From an optimization exercise on the open Yosys and OpenROAD flow, aimed at small area; shortcuts taken in it are not production practice.
Function was checked by simulation only, so behaviour that the tests miss may differ from the original.
Power is estimated from default activity; no workload was simulated.

==> flow/design.v (excerpt) <==
module core(clock, reset_n, ce, address, in, out, rd, we);
  input clock;
  wire clock;
  input reset_n;
  wire reset_n;
  input ce;
  wire ce;
  output [15:0] address;
  wire [15:0] address;
  input [7:0] in;
  wire [7:0] in;
  output [7:0] out;
  reg [7:0] out;
  output rd;
  wire rd;
  output we;
  wire we;
  wire [7:0] R;
  wire _0_;
  wire _1000_;
  wire _1001_;
  wire _1002_;
  wire _1003_;
  wire _1004_;
  wire _1005_;
  wire _1006_;
  wire _1007_;
  wire _1008_;
  wire _1009_;
  wire _100_;
  wire _1010_;
  wire _1011_;
  wire _1012_;
  wire _1013_;
  wire _1014_;
  wire _1015_;
  wire _1016_;
  wire _1017_;
  wire _1018_;
  wire _1019_;
  wire _101_;
  wire _1020_;
  wire _1021_;
  wire _1022_;
  wire _1023_;
  wire _1024_;
  wire _1025_;
  wire _1026_;
  wire _1027_;
  wire _1028_;
  wire _1029_;
  wire _102_;
  wire _1030_;
  wire _1031_;
  wire _1032_;
  wire _1033_;
  wire _1034_;
  wire _1035_;
  wire _1036_;
  wire _1037_;
  wire _1038_;
  ...
Size in the first run: ~880 cells after synthesis, about 6700 um2 of cells after synthesis.
clock: 10.0 ns
lec_check: 0
abc_area: 1
cap_margin: 20
core_margin: 2
core_utilization: 45
cts_buf_list: sky130_fd_sc_hd__clkbuf_8
slew_margin: 20
standard.sh (not shown) runs the stock make flow with config.mk's settings and CLKGATE_MAP_FILE= SYNTH_SCRIPT=/design/flow/synth_recipe.tcl, a recipe that flattens the netlist after the stock synthesis.
==> flow/flow/run.sh <==
#!/bin/bash
# The standard layout (standard.sh) with these changes:
#  - after the standard synthesis, the combinational logic between the registers
#    is re-mapped for area with ABC's &nf mapper (flow/remap.tcl); the registers
#    keep their cells and names;
#  - the port buffers inserted at global placement are the smallest buffer cell;
#  - clock tree synthesis inserts no dummy loads.
set -euo pipefail
export RES_DIR=$PWD/orfs/results/${FLOW_PLATFORM}/core/base
export BUFFER_PORTS_ARGS="-buffer_cell sky130_fd_sc_hd__buf_1"
export CTS_ARGS="-sink_clustering_enable -repair_clock_nets -buf_list sky130_fd_sc_hd__clkbuf_8 -dont_use_dummy_load"
YOSYS=$FLOW_HOME/../tools/install/yosys/bin/yosys
bash standard.sh synth > standard_synth.log 2>&1
cp "$RES_DIR/1_2_yosys.v" "$RES_DIR/1_2_yosys_std.v"
"$YOSYS" -c flow/remap.tcl > remap.log 2>&1
rm -f "$RES_DIR/1_synth.odb" "$RES_DIR/1_synth.sdc"
bash standard.sh > standard.log 2>&1
==> flow/flow/remap.tcl <==
# Re-maps the combinational logic of the standard synthesis netlist for area.
# The registers (and tie cells) are kept as they are, instance for instance:
# they are black boxes here, so only the logic between them is re-mapped.
yosys -import
set lib $::env(FLOW_HOME)/platforms/sky130hd/lib/sky130_fd_sc_hd__tt_025C_1v80.lib
set res $::env(RES_DIR)
set fp [open flow/dont_use.txt r]; set du [string trim [read $fp]]; close $fp
read_liberty -ignore_miss_func $lib
blackbox sky130_fd_sc_hd__dfxtp_1 sky130_fd_sc_hd__edfxtp_1 sky130_fd_sc_hd__conb_1
read_verilog $res/1_2_yosys_std.v
hierarchy -check -top core
flatten
yosys rename -hide w:*.*
opt_clean
tee -o remap_before.txt stat -liberty $lib
abc -liberty $lib {*}$du -script "+strash;&get -n;&dch;&nf -R 1000 -F 10 -A 10 -a -p;&put;topo"
read_liberty -lib -ignore_redef $lib
splitnets
opt_clean -purge
hilomap -singleton -hicell sky130_fd_sc_hd__conb_1 HI -locell sky130_fd_sc_hd__conb_1 LO
insbuf -buf sky130_fd_sc_hd__buf_4 A X
check -assert
tee -o remap_after.txt stat -liberty $lib
write_verilog -noattr -nohex -nodec $res/1_2_yosys.v
Other scripts of this flow, unchanged in this note and not shown: flow/flow/dont_use.txt
The starting point produced a clean layout.
Then changed:
- GPL_TIMING_DRIVEN: unset -> 0
Result: Global-route usage went down by 0.38 points. Synthesized cell count is unchanged. Cell area went down slightly. Maximum frequency went down slightly. Power went down slightly.
Then changed:
==> flow/flow/run.sh (replaced) <==
#!/bin/bash
# The standard layout (standard.sh) with two changes:
#  - after the standard synthesis, the combinational logic between the registers
#    is re-mapped for area with ABC's &nf mapper (flow/remap.tcl); the registers
#    keep their cells and names;
#  - the port buffers inserted at global placement are the smallest buffer cell.
set -euo pipefail
export RES_DIR=$PWD/orfs/results/${FLOW_PLATFORM}/core/base
export BUFFER_PORTS_ARGS="-buffer_cell sky130_fd_sc_hd__buf_1"
YOSYS=$FLOW_HOME/../tools/install/yosys/bin/yosys
bash standard.sh synth > standard_synth.log 2>&1
cp "$RES_DIR/1_2_yosys.v" "$RES_DIR/1_2_yosys_std.v"
"$YOSYS" -c flow/remap.tcl > remap.log 2>&1
rm -f "$RES_DIR/1_synth.odb" "$RES_DIR/1_synth.sdc"
bash standard.sh > standard.log 2>&1
--- a/flow/flow/remap.tcl
+++ b/flow/flow/remap.tcl
@@ -14,5 +14,5 @@
 opt_clean
 tee -o remap_before.txt stat -liberty $lib
-abc -liberty $lib {*}$du -script "+strash;&get -n;&dch;&nf -R 1000 -F 10 -A 10 -a -p;&put;topo"
+abc -liberty $lib {*}$du -script "+strash;&get -n;&dch;&nf -R 1000;&put;topo"
 read_liberty -lib -ignore_redef $lib
 splitnets
- GPL_TIMING_DRIVEN: 0 -> unset
After rerunning: Via count rose by 1.0%; die area climbs by 0.72%; clock-buffer cell count does not change; synthesized cell count went up by 1.0%; final area came out higher by 3.4%; setup slack gains 0.25 ns; core utilization grows by 1.5 points; global-route usage goes up by 0.61 points.

========
Setup of try-violet:
Another version of the RTL of core (not shown whole).
Size in the first run: roughly 870 cells after synthesis, ~37 I/O pins.
==> flow/config.mk <==
export PLATFORM = sky130hd
export DESIGN_NAME = core
export DESIGN_NICKNAME = core
export VERILOG_FILES = /design/flow/design.v
export SDC_FILE = /design/flow/constraint.sdc
export NUM_CORES = 4
export LEC_CHECK = 0
export ABC_AREA = 1
export CAP_MARGIN = 20
export CORE_MARGIN = 2
export CORE_UTILIZATION = 45
export CTS_BUF_LIST = sky130_fd_sc_hd__clkbuf_8
export GPL_TIMING_DRIVEN = 0
export SLEW_MARGIN = 20
==> flow/constraint.sdc <==
create_clock -name core_clock -period 10.0 [get_ports {clock}]
set_input_delay 2.0000 -clock core_clock [delete_from_list [all_inputs] [get_ports {clock}]]
set_output_delay 2.0000 -clock core_clock [all_outputs]
set_load 0.01 [all_outputs]
==> flow/flow/run.sh <==
#!/bin/bash
# The standard layout (standard.sh) with these changes:
#  - after the standard synthesis, the combinational logic between the registers
#    is restructured (ABC &deepsyn) and re-mapped for area (ABC &nf), see flow/remap.tcl; the registers
#    keep their cells and names;
#  - the port buffers inserted at global placement are the smallest buffer cell;
#  - clock tree synthesis inserts no dummy loads.
set -euo pipefail
export RES_DIR=$PWD/orfs/results/${FLOW_PLATFORM}/core/base
export BUFFER_PORTS_ARGS="-buffer_cell sky130_fd_sc_hd__buf_1"
export CTS_ARGS="-sink_clustering_enable -repair_clock_nets -buf_list sky130_fd_sc_hd__clkbuf_8 -dont_use_dummy_load"
YOSYS=$FLOW_HOME/../tools/install/yosys/bin/yosys
bash standard.sh synth > standard_synth.log 2>&1
cp "$RES_DIR/1_2_yosys.v" "$RES_DIR/1_2_yosys_std.v"
"$YOSYS" -c flow/remap.tcl > remap.log 2>&1
rm -f "$RES_DIR/1_synth.odb" "$RES_DIR/1_synth.sdc"
bash standard.sh > standard.log 2>&1
Other scripts of this flow, unchanged in this note and not shown: flow/flow/dont_use.txt, flow/flow/remap.tcl
The flow did not stop early for try-violet: all stages ran, and the layout cleared the timing, DRC and antenna checks.
Relative to try-violet, the following input files were edited for try-onyx:
- a change of CORE_UTILIZATION from 45 to 60
Findings:
Between try-violet and try-onyx, the final worst setup slack is higher for try-onyx.
Taking try-violet as the reference point, the share of total power in the clock network of try-onyx falls by 0.3 points.
Compared with try-violet, try-onyx ends up with less cell area.
try-violet -> try-onyx: clock transition at the register clock pins on the worst setup and hold paths after CTS flat
Higher global routing met2 resource utilization goes to try-onyx over try-violet.
Looking at global-route usage over all layers across try-violet and try-onyx, the one that comes out lower is try-violet.
Sum of buffers and inverters on the critical path: try-onyx vs try-violet identical
Relative to try-violet, clock skew has gone down in try-onyx.
Die width is higher on try-violet
Diff try-violet -> try-onyx | non-clock buffer count | down by a few percent
Diff try-violet..try-onyx | number of max-slew violations in the final report | unchanged

========
core, a different RTL version from the one above (not shown whole).
Size in the first run: ~840 cells after synthesis, roughly 37 I/O pins, about 0.0065 mm^2 of cells after synthesis.
export LEC_CHECK = 0
export ABC_AREA = 1
export CAP_MARGIN = 20
export CORE_MARGIN = 2
export CORE_UTILIZATION = 45
export CTS_BUF_LIST = sky130_fd_sc_hd__clkbuf_8
export GPL_TIMING_DRIVEN = 0
export SLEW_MARGIN = 20
create_clock -name core_clock -period 10.0 [get_ports {clock}]
==> flow/flow/remap.tcl <==
# Re-maps the combinational logic of the standard synthesis netlist for area:
# two rounds of ABC's &deepsyn (90 s each) followed by the &nf area mapper.
# The registers (and tie cells) are kept as they are, instance for instance:
# they are black boxes here, so only the logic between them is re-mapped.
yosys -import
set lib $::env(FLOW_HOME)/platforms/sky130hd/lib/sky130_fd_sc_hd__tt_025C_1v80.lib
set res $::env(RES_DIR)
set fp [open flow/dont_use.txt r]; set du [string trim [read $fp]]; close $fp
read_liberty -ignore_miss_func $lib
blackbox sky130_fd_sc_hd__dfxtp_1 sky130_fd_sc_hd__edfxtp_1 sky130_fd_sc_hd__conb_1
read_verilog $res/1_2_yosys_std.v
hierarchy -check -top core
flatten
yosys rename -hide w:*.*
opt_clean
tee -o remap_before.txt stat -liberty $lib
set nf "&nf -R 1000 -F 10 -A 10 -a -p"
set round "strash;&get -n;&deepsyn -T 90;&dch;$nf;&put"
abc -liberty $lib {*}$du -script "+strash;dc2;&get -n;&deepsyn -T 90;&dch;$nf;&put;$round;topo"
read_liberty -lib -ignore_redef $lib
splitnets
opt_clean -purge
hilomap -singleton -hicell sky130_fd_sc_hd__conb_1 HI -locell sky130_fd_sc_hd__conb_1 LO
insbuf -buf sky130_fd_sc_hd__buf_4 A X
check -assert
tee -o remap_after.txt stat -liberty $lib
write_verilog -noattr -nohex -nodec $res/1_2_yosys.v
Scripts as last shown in full above: flow/flow/run.sh
Other scripts of this flow, unchanged in this note and not shown: flow/flow/dont_use.txt
Change:
==> flow/flow/run.sh (replaced) <==
#!/bin/bash
# The standard layout (standard.sh) with these changes:
#  - after the standard synthesis, the combinational logic between the registers
#    is re-mapped for area with ABC's &nf mapper (flow/remap.tcl); the registers
#    keep their cells and names;
#  - the port buffers inserted at global placement are the smallest buffer cell;
#  - clock tree synthesis inserts no dummy loads.
set -euo pipefail
export RES_DIR=$PWD/orfs/results/${FLOW_PLATFORM}/core/base
export BUFFER_PORTS_ARGS="-buffer_cell sky130_fd_sc_hd__buf_1"
export CTS_ARGS="-sink_clustering_enable -repair_clock_nets -buf_list sky130_fd_sc_hd__clkbuf_4 -root_buf sky130_fd_sc_hd__clkbuf_8 -sink_clustering_size 8 -dont_use_dummy_load"
YOSYS=$FLOW_HOME/../tools/install/yosys/bin/yosys
bash standard.sh synth > standard_synth.log 2>&1
cp "$RES_DIR/1_2_yosys.v" "$RES_DIR/1_2_yosys_std.v"
"$YOSYS" -c flow/remap.tcl > remap.log 2>&1
rm -f "$RES_DIR/1_synth.odb" "$RES_DIR/1_synth.sdc"
bash standard.sh > standard.log 2>&1
--- a/flow/flow/remap.tcl
+++ b/flow/flow/remap.tcl
@@ -1,4 +1,3 @@
-# Re-maps the combinational logic of the standard synthesis netlist for area:
-# two rounds of ABC's &deepsyn (90 s each) followed by the &nf area mapper.
+# Re-maps the combinational logic of the standard synthesis netlist for area.
 # The registers (and tie cells) are kept as they are, instance for instance:
 # they are black boxes here, so only the logic between them is re-mapped.
@@ -15,7 +14,5 @@
 opt_clean
 tee -o remap_before.txt stat -liberty $lib
-set nf "&nf -R 1000 -F 10 -A 10 -a -p"
-set round "strash;&get -n;&deepsyn -T 90;&dch;$nf;&put"
-abc -liberty $lib {*}$du -script "+strash;dc2;&get -n;&deepsyn -T 90;&dch;$nf;&put;$round;topo"
+abc -liberty $lib {*}$du -script "+strash;&get -n;&dch;&nf -R 1000 -F 10 -A 10 -a -p;&put;topo"
 read_liberty -lib -ignore_redef $lib
 splitnets
=>
- utilization shrinks by 0.55 points
- synthesized area came out higher by 3.0%
- sequential power goes up by about 0.9%
- final cell count goes up by 2.9%
- via count rises by 3.2%
- clock power barely changes
- fmax increases by 2.9%
- register-to-register slack gains 1200 ps
- setup slack improves by 260 ps
- power went up by 5.2%
- first-iteration DRC count increases by 26%
Change:
--- a/flow/flow/run.sh
+++ b/flow/flow/run.sh
@@ -9,5 +9,5 @@
 export RES_DIR=$PWD/orfs/results/${FLOW_PLATFORM}/core/base
 export BUFFER_PORTS_ARGS="-buffer_cell sky130_fd_sc_hd__buf_1"
-export CTS_ARGS="-sink_clustering_enable -repair_clock_nets -buf_list sky130_fd_sc_hd__clkbuf_4 -root_buf sky130_fd_sc_hd__clkbuf_8 -sink_clustering_size 8 -dont_use_dummy_load"
+export CTS_ARGS="-sink_clustering_enable -repair_clock_nets -buf_list sky130_fd_sc_hd__clkbuf_16 -sink_clustering_size 32 -dont_use_dummy_load"
 YOSYS=$FLOW_HOME/../tools/install/yosys/bin/yosys
 bash standard.sh synth > standard_synth.log 2>&1
Result:
- worst setup slack gains 44 ps
- fmax went up by 0.49%
- critical path depth is unchanged
- area after synthesis does not change
- non-clock buffer count rises by 2
- utilization is higher by 0.86 points
- register-to-register slack gains 100 ps
- cell count stays flat
- flip-flop and latch count is unchanged
- die area does not change
Change:
--- a/flow/flow/run.sh
+++ b/flow/flow/run.sh
@@ -9,5 +9,5 @@
 export RES_DIR=$PWD/orfs/results/${FLOW_PLATFORM}/core/base
 export BUFFER_PORTS_ARGS="-buffer_cell sky130_fd_sc_hd__buf_1"
-export CTS_ARGS="-sink_clustering_enable -repair_clock_nets -buf_list sky130_fd_sc_hd__clkbuf_16 -sink_clustering_size 32 -dont_use_dummy_load"
+export CTS_ARGS="-sink_clustering_enable -repair_clock_nets -buf_list sky130_fd_sc_hd__clkbuf_8 -dont_use_dummy_load"
 YOSYS=$FLOW_HOME/../tools/install/yosys/bin/yosys
 bash standard.sh synth > standard_synth.log 2>&1
Setup slack degrades by 44 ps.
Via count grows by 0.55%.
Cell count stays flat.
Synthesized area stays the same.
Sequential share of layout area goes up by 0.51 points.
Wire length barely changes.
Synthesized cell count does not change.
Register-to-register slack degrades by 100 ps.
Utilization is lower by 0.86 points.
Clock skew rises by 6.3 ps.
Worst hold slack gets better by 10 ps.

-- what the ideal ports hide --
In the flow no input, the clock included, has a driving cell. The finished layouts below were timed again as built, in two steps. Step 1 sets driving cells, clkbuf_16 on the clock port and buf_2 on the other inputs (assumed; they add their load-dependent delay and slew). Step 2, shift: input delay + t, output delay - t, t = (earliest + latest rising clock arrival at the registers) / 2. This alone moves slack from input paths to output paths. Slacks: ideal ports / drivers / drivers and shift; pairs: ideal ports / drivers.
| run | shift t [ns] | setup slack, ns | worst setup path after step 2 | slew at the worst register clock pin (ns) | pins driven straight from the clock port |
|---|---|---|---|---|---|
| the first run of note 1 | 0.415 | 0.731 / 0.746 / 0.331 | input to register | 0.10 / 0.10 | 1 |
| the second run of note 1 | 0.418 | 0.643 / 0.660 / 0.241 | input to register | 0.10 / 0.10 | 1 |
| the third run of note 1 | 0.433 | 0.890 / 0.904 / 0.471 | input to register | 0.11 / 0.11 | 1 |
| try-violet | 0.415 | 1.375 / 1.382 / 0.969 | input to register | 0.12 / 0.12 | 1 |
| try-onyx | 0.416 | 1.459 / 1.467 / 1.051 | input to register | 0.11 / 0.11 | 1 |
| the first run of note 3 | 0.401 | 0.770 / 0.770 / 0.770 | register to register | 0.10 / 0.10 | 1 |
| the second run of note 3 | 0.414 | 1.030 / 1.050 / 0.636 | input to register | 0.09 / 0.09 | 1 |
| the third run of note 3 | 0.398 | 1.074 / 1.099 / 0.702 | input to register | 0.07 / 0.07 | 1 |
| the fourth run of note 3 | 0.414 | 1.030 / 1.050 / 0.636 | input to register | 0.09 / 0.09 | 1 |
After both steps every run listed still meets setup and hold. The setup slack of the third run of note 1, which loses most, moves by +0.014 ns with the drivers and by -0.419 ns with both steps.
